Source: an optimization exercise on an open RTL-to-GDS flow (aim: small area). Production flows keep margins and buffers that such runs may drop.
The RTL was checked by simulation tests, not by an equivalence proof against the original design.
Power is estimated from default activity; no workload was simulated.

main:
## fpga_debug_top
module fpga_debug_top (
    input  logic clk,
    input  logic i_uart_rx_pin,
    output logic o_uart_tx_pin,
    input  logic rst_n,
    output logic led
);
  logic [15:0] blink_cnt;
  always_ff @(posedge clk or negedge rst_n) begin
    if (!rst_n) blink_cnt <= '0;
    else blink_cnt <= blink_cnt + 1'b1;
  end
  assign led = blink_cnt[15];
  logic       rx_push;
  logic [4:0] rx_code;
  logic [4:0] fifo_code;
  logic       fifo_empty;
  logic       fifo_pop;
  logic [7:0] tx_data;
  logic       tx_start;
  logic       tx_busy;
  logic [7:0] head_data;
  logic       q_empty;
  logic       wr_en;
  logic [7:0] wr_addr;
  logic [7:0] wr_data;
  uart_rx u_uart_rx (
      .clk(clk),
      .rst_n(rst_n),
      .rx_i(i_uart_rx_pin),
      .push(rx_push),
      .code(rx_code)
  );
  fifo u_fifo (
      .clk(clk),
      .rst_n(rst_n),
      .writeEN(rx_push),
      .writeData(rx_code),
      .readEN(fifo_pop),
      .readData(fifo_code),
      .empty(fifo_empty)
  );
  command_parser u_command_parser (
      .clk(clk),
      .rst_n(rst_n),
      .code(fifo_code),
      .empty(fifo_empty),
      .readEN(fifo_pop),
      .head(blink_cnt[7:0]),
      .head_data(head_data),
      .q_empty(q_empty),
      .wr_en(wr_en),
      .wr_addr(wr_addr),
      .wr_data(wr_data),
      .tx_data_o(tx_data),
      .tx_start(tx_start),
      .busy(tx_busy)
  );
  registers u_registers (
      .clk(clk),
      .rst_n(rst_n),
      .head(blink_cnt[7:0]),
      .wr_en(wr_en),
      .wr_addr(wr_addr),
      .wr_data(wr_data),
      .head_data(head_data),
      .q_empty(q_empty)
  );
  uart_tx u_uart_tx (
      .clk(clk),
      .rst_n(rst_n),
      .tx_data_i(tx_data),
      .tx_start(tx_start),
      .tx_o(o_uart_tx_pin),
      .tx_busy(tx_busy)
  );
endmodule
Size in the first run: ~2700 cells after synthesis, about 5 I/O pins, ~50000 um^2 of cells after synthesis.
export LEC_CHECK = 0
export CAP_MARGIN = 20
export CORE_MARGIN = 2
export CORE_UTILIZATION = 60
export SLEW_MARGIN = 20
create_clock -name core_clock -period 20.0 [get_ports {clk}]
standard.sh (not shown) runs the stock make flow with config.mk's settings and CLKGATE_MAP_FILE= SYNTH_SCRIPT=/design/flow/synth_recipe.tcl, a recipe that flattens the netlist after the stock synthesis.
==> flow/flow/run.sh <==
#!/bin/bash
set -euo pipefail
export CTS_ARGS="-sink_clustering_enable -repair_clock_nets -dont_use_dummy_load -buf_list sky130_fd_sc_hd__clkbuf_8 -sink_clustering_size 20 -sink_clustering_max_diameter 55"
bash standard.sh > standard_flow.log 2>&1
main went all the way through the flow, and no timing, DRC or antenna check failed.
Inputs modified between main and the feature branch:
==> flow/flow/run.sh <==
#!/bin/bash
set -euo pipefail
export CTS_ARGS="-sink_clustering_enable -repair_clock_nets -dont_use_dummy_load -buf_list sky130_fd_sc_hd__clkbuf_8 -sink_clustering_size 22 -sink_clustering_max_diameter 50"
bash standard.sh > standard_flow.log 2>&1
Results
- The feature branch went all the way through the flow, and no timing, DRC or antenna check failed.
- Wire: the feature branch routes more than main
- Worst hold slack (higher): main
- The feature branch vs. main: ratio of final minimum period to clock period went down 0.15 points; relative area change from synthesis to final layout held steady; wire length of the first global-routing pass comparable; final area was more or less identical.
- Internal power contribution across the feature branch and main: no real change.
- Clock group total power: main vs the feature branch, no meaningful difference
- Utilization: main vs the feature branch — no meaningful difference

---

fpga_debug_top, a different RTL version from the one above (not shown whole).
For scale: ~2700 cells after synthesis, roughly 2300 flip-flops, ~50000 um^2 of cells after synthesis.
clock: 20.0 ns
lec_check: 0
cap_margin: 20
core_margin: 2
core_utilization: 60
slew_margin: 20
==> flow/flow/run.sh <==
#!/bin/bash
set -euo pipefail
export CTS_ARGS="-sink_clustering_enable -dont_use_dummy_load -buf_list sky130_fd_sc_hd__inv_6 -sink_clustering_size 18 -sink_clustering_max_diameter 50"
bash standard.sh > standard_flow.log 2>&1
Rerun with:
==> flow/flow/run.sh (replaced) <==
#!/bin/bash
set -euo pipefail
export CTS_ARGS="-sink_clustering_enable -repair_clock_nets -dont_use_dummy_load -buf_list sky130_fd_sc_hd__buf_6 -sink_clustering_size 18 -sink_clustering_max_diameter 50"
bash standard.sh > standard_flow.log 2>&1
Wire length hardly moves; area after synthesis is unchanged; first-iteration DRC count increases by 1.4%; sequential power hardly moves; worst setup slack is worse by 260 ps; power increases by 2.4%; worst hold slack is about the same; register-to-register slack is worse by 30 ps; maximum frequency decreases by 4.5%.
Rerun with:
CORE_UTILIZATION = 50   (was 60)
=> Non-clock buffer count rose by 1. Final area rose slightly. Cell count rose by a few percent. Synthesized cell count is unchanged. Maximum frequency rose slightly. First-iteration DRC count rose by a quarter to a third. Clock skew rose by 47 ps.
Rerun with:
==> flow/flow/run.sh (replaced) <==
#!/bin/bash
set -euo pipefail
export CTS_ARGS="-sink_clustering_enable -repair_clock_nets -dont_use_dummy_load -buf_list sky130_fd_sc_hd__buf_6 -sink_clustering_size 20 -sink_clustering_max_diameter 42"
bash standard.sh > standard_flow.log 2>&1
CORE_UTILIZATION = 60   (was 50)
What happened: Wire length fell by a few percent. Via count fell slightly. Non-clock buffer count fell by 1. Sequential share of layout area rose by 0.44 points. Hold slack gets better by 68 ps. Global-route usage rose by 1.7 points.

---

Starting RTL as in the previous note.
Settings: LEC_CHECK=0, CAP_MARGIN=20, CORE_MARGIN=2, CORE_UTILIZATION=60, SLEW_MARGIN=20; clock period 20.0 ns.
==> flow/flow/run.sh <==
#!/bin/bash
set -euo pipefail
export CTS_ARGS="-sink_clustering_enable -dont_use_dummy_load -buf_list sky130_fd_sc_hd__inv_6 -sink_clustering_size 21 -sink_clustering_max_diameter 50"
bash standard.sh > standard_flow.log 2>&1
Change:
==> flow/flow/run.sh (replaced) <==
#!/bin/bash
set -euo pipefail
platform_dir="$FLOW_HOME/platforms/$FLOW_PLATFORM"
results="orfs/results/$FLOW_PLATFORM/fpga_debug_top/base"

export CTS_ARGS="-sink_clustering_enable -dont_use_dummy_load -buf_list sky130_fd_sc_hd__inv_6 -sink_clustering_size 20 -sink_clustering_max_diameter 50"
bash standard.sh > standard_flow.log 2>&1

if ! ODB="$results/6_final.odb" PLATFORM_DIR="$platform_dir" \
    openroad -no_init -exit flow/clock_parity.tcl > clock_parity.log 2>&1 ||
  ! grep -q "^ODD_PARITY 0$" clock_parity.log; then
  rm -rf orfs out/final.def
  export CTS_ARGS="-sink_clustering_enable -repair_clock_nets -dont_use_dummy_load -buf_list sky130_fd_sc_hd__buf_6 -sink_clustering_size 18 -sink_clustering_max_diameter 50"
  bash standard.sh > standard_flow_buffer_tree.log 2>&1
fi
==> flow/flow/clock_parity.tcl (new file) <==
# Counts, for every flip-flop, the inverters between its clock pin and the
# clock port, and prints how many flip-flops see an odd number of them.
# Environment: ODB (the layout), PLATFORM_DIR.
read_lef $::env(PLATFORM_DIR)/lef/sky130_fd_sc_hd.tlef
read_lef $::env(PLATFORM_DIR)/lef/sky130_fd_sc_hd_merged.lef
read_db $::env(ODB)
set block [ord::get_db_block]
set odd 0
set total 0
foreach inst [$block getInsts] {
  set master [[$inst getMaster] getName]
  if {![string match "*__df*" $master] && ![string match "*__edf*" $master]} { continue }
  set net [[$inst findITerm CLK] getNet]
  incr total
  set inverters 0
  for {set depth 0} {$depth < 64} {incr depth} {
    set driver ""
    foreach iterm [$net getITerms] {
      if {[$iterm isOutputSignal]} { set driver $iterm }
    }
    if {$driver eq ""} { break }
    set cell [$driver getInst]
    if {[string match "*inv*" [[$cell getMaster] getName]]} { incr inverters }
    set net [[$cell findITerm A] getNet]
  }
  if {$depth >= 64 || $inverters % 2} { incr odd }
}
puts "FLOPS $total"
if {$total == 0} { incr odd }
puts "ODD_PARITY $odd"
First-iteration DRC count grows slightly; design area hardly moves; register-to-register slack is about the same; critical path depth does not change; setup slack degrades by 0.023 ns; wire length stays flat; synthesized cell count does not change; via count is higher slightly; total power stays flat; global-route usage hardly moves.
Change:
==> flow/flow/run.sh (replaced) <==
#!/bin/bash
set -euo pipefail
export CTS_ARGS="-sink_clustering_enable -repair_clock_nets -dont_use_dummy_load -buf_list sky130_fd_sc_hd__clkbuf_8 -sink_clustering_size 22 -sink_clustering_max_diameter 50"
bash standard.sh > standard_flow.log 2>&1
removed: flow/flow/clock_parity.tcl
- The changed run produced a clean layout
- global-route usage barely changes
- final cell count barely changes
- sequential power stays flat
- worst setup slack degrades by 0.26 ns
Change:
==> flow/flow/run.sh (replaced) <==
#!/bin/bash
set -euo pipefail
export CTS_ARGS="-sink_clustering_enable -dont_use_dummy_load -buf_list sky130_fd_sc_hd__inv_8 -sink_clustering_size 24 -sink_clustering_max_diameter 50"
bash standard.sh > standard_flow.log 2>&1
What happened: Routed wire length shrinks by 0.73%; sequential cell count stays the same; die area stays the same; via count went up by 0.70%; design area came out lower by 0.51%; first-iteration DRC count does not change; global-route usage drops by 0.13 points; clock skew went up by 0.0090 ns.

---

== build 94 ==
Another version of the RTL of fpga_debug_top (not shown whole).
For scale: ~2,700 cells after synthesis, ~5 I/O pins, roughly 50,000 sq um of cells after synthesis.
Settings: LEC_CHECK=0, CAP_MARGIN=20, CORE_MARGIN=2, CORE_UTILIZATION=60, SLEW_MARGIN=20; clock period 20.0 ns.
==> flow/flow/run.sh <==
#!/bin/bash
set -euo pipefail
export CTS_ARGS="-sink_clustering_enable -repair_clock_nets -dont_use_dummy_load -buf_list sky130_fd_sc_hd__clkbuf_4 -sink_clustering_size 8 -sink_clustering_max_diameter 30"
bash standard.sh > standard_flow.log 2>&1
Build 94: done, clean on timing, DRC and antenna
Here is what was changed in the inputs of build 54 compared with build 94.
==> flow/flow/run.sh <==
#!/bin/bash
set -euo pipefail
export CTS_ARGS="-sink_clustering_enable -repair_clock_nets -dont_use_dummy_load -buf_list sky130_fd_sc_hd__clkbuf_8 -sink_clustering_size 16 -sink_clustering_max_diameter 40"
bash standard.sh > standard_flow.log 2>&1
### Flow results
- In the reports for build 94 and build 54, the larger routed wire length belongs to build 94.
- Summary of the comparison: worst relative slew slack is higher in build 54, relative to build 94.
- The via count reported for build 54 is lower than the one for build 94.
- Final routed wire length divided by cell count, build 54 vs build 94: up slightly
- Build 54 ended up with a lower total power after layout than build 94 did.
- Per the comparison of build 54 with build 94, post-route fraction of the period consumed by the critical path went down; sequential share of layout area went up.
- Build 54 ended up with a lower total CTS buffers than build 94 did.
- The initial antenna violation count of build 54 falls short of that of build 94 by 1.
- When build 54 is measured against build 94, its met3 layer wire length in the routed design turns out 1.1% higher.
- Side by side, clock network fraction of design power turned out lower in build 54 than in build 94.
What build 40 does differently from build 54 at the input level:
==> flow/flow/run.sh <==
#!/bin/bash
set -euo pipefail
export CTS_ARGS="-sink_clustering_enable -repair_clock_nets -dont_use_dummy_load -buf_list sky130_fd_sc_hd__clkbuf_8 -sink_clustering_size 22 -sink_clustering_max_diameter 50"
bash standard.sh > standard_flow.log 2>&1
### Flow results
- Changes observed in build 40 relative to build 54: achievable frequency closely matched the old numbers; latest clock arrival within the worst-skew pair now smaller.
- Build 54 → build 40: cell depth of the worst hold path ~0 delta, met3 global-route usage ~0 delta, global-route usage -0.18 points, final critical path time including I/O delays and setup +4.7 ps.
- Compared to build 54, the routing of build 40 uses less wire.

separate check: timing with driven ports:
The results above use ideal ports. As a check the final layouts listed here were re-extracted and re-timed, cells and wires unchanged.
Step 1 assumes that a clkbuf_16 drives the clock port and a buf_2 every other input.
Step 2, shift: input delay + t, output delay - t, t = (earliest + latest rising clock arrival at the registers) / 2. This alone moves slack from input paths to output paths.
Slacks: ideal / step 1 / step 2; pairs: ideal / step 1.
run	t, ns	setup WS [ns]	worst hold slack (ns)	pins driven straight from the clock port
main	0.810	14.196 / 14.134 / 14.944	0.293 / 0.293 / 0.293	1
the feature branch	0.807	14.226 / 14.165 / 14.972	0.273 / 0.273 / 0.273	1
the first run of note 2	0.538	14.426 / 14.358 / 14.896	0.284 / 0.284 / 0.284	1
the second run of note 2	0.799	14.164 / 14.102 / 14.901	0.283 / 0.283 / 0.283	1
the third run of note 2	0.792	14.211 / 14.153 / 14.946	0.203 / 0.203 / 0.203	1
the fourth run of note 2	0.791	14.237 / 14.178 / 14.969	0.271 / 0.271 / 0.271	1
the first run of note 3	0.532	14.475 / 14.407 / 14.939	0.292 / 0.292 / 0.292	1
the second run of note 3	0.542	14.453 / 14.384 / 14.926	0.273 / 0.273 / 0.273	1
the third run of note 3	0.815	14.193 / 14.135 / 14.950	0.292 / 0.292 / 0.292	1
the fourth run of note 3	0.509	14.511 / 14.437 / 14.946	0.292 / 0.292 / 0.292	1
build 94	1.127	13.864 / 13.802 / 14.928	0.240 / 0.240 / 0.240	1
build 54	0.809	14.188 / 14.129 / 14.938	0.273 / 0.273 / 0.273	1
build 40	0.822	14.183 / 14.120 / 14.942	0.258 / 0.258 / 0.258	1
After both steps every run listed still meets setup and hold.
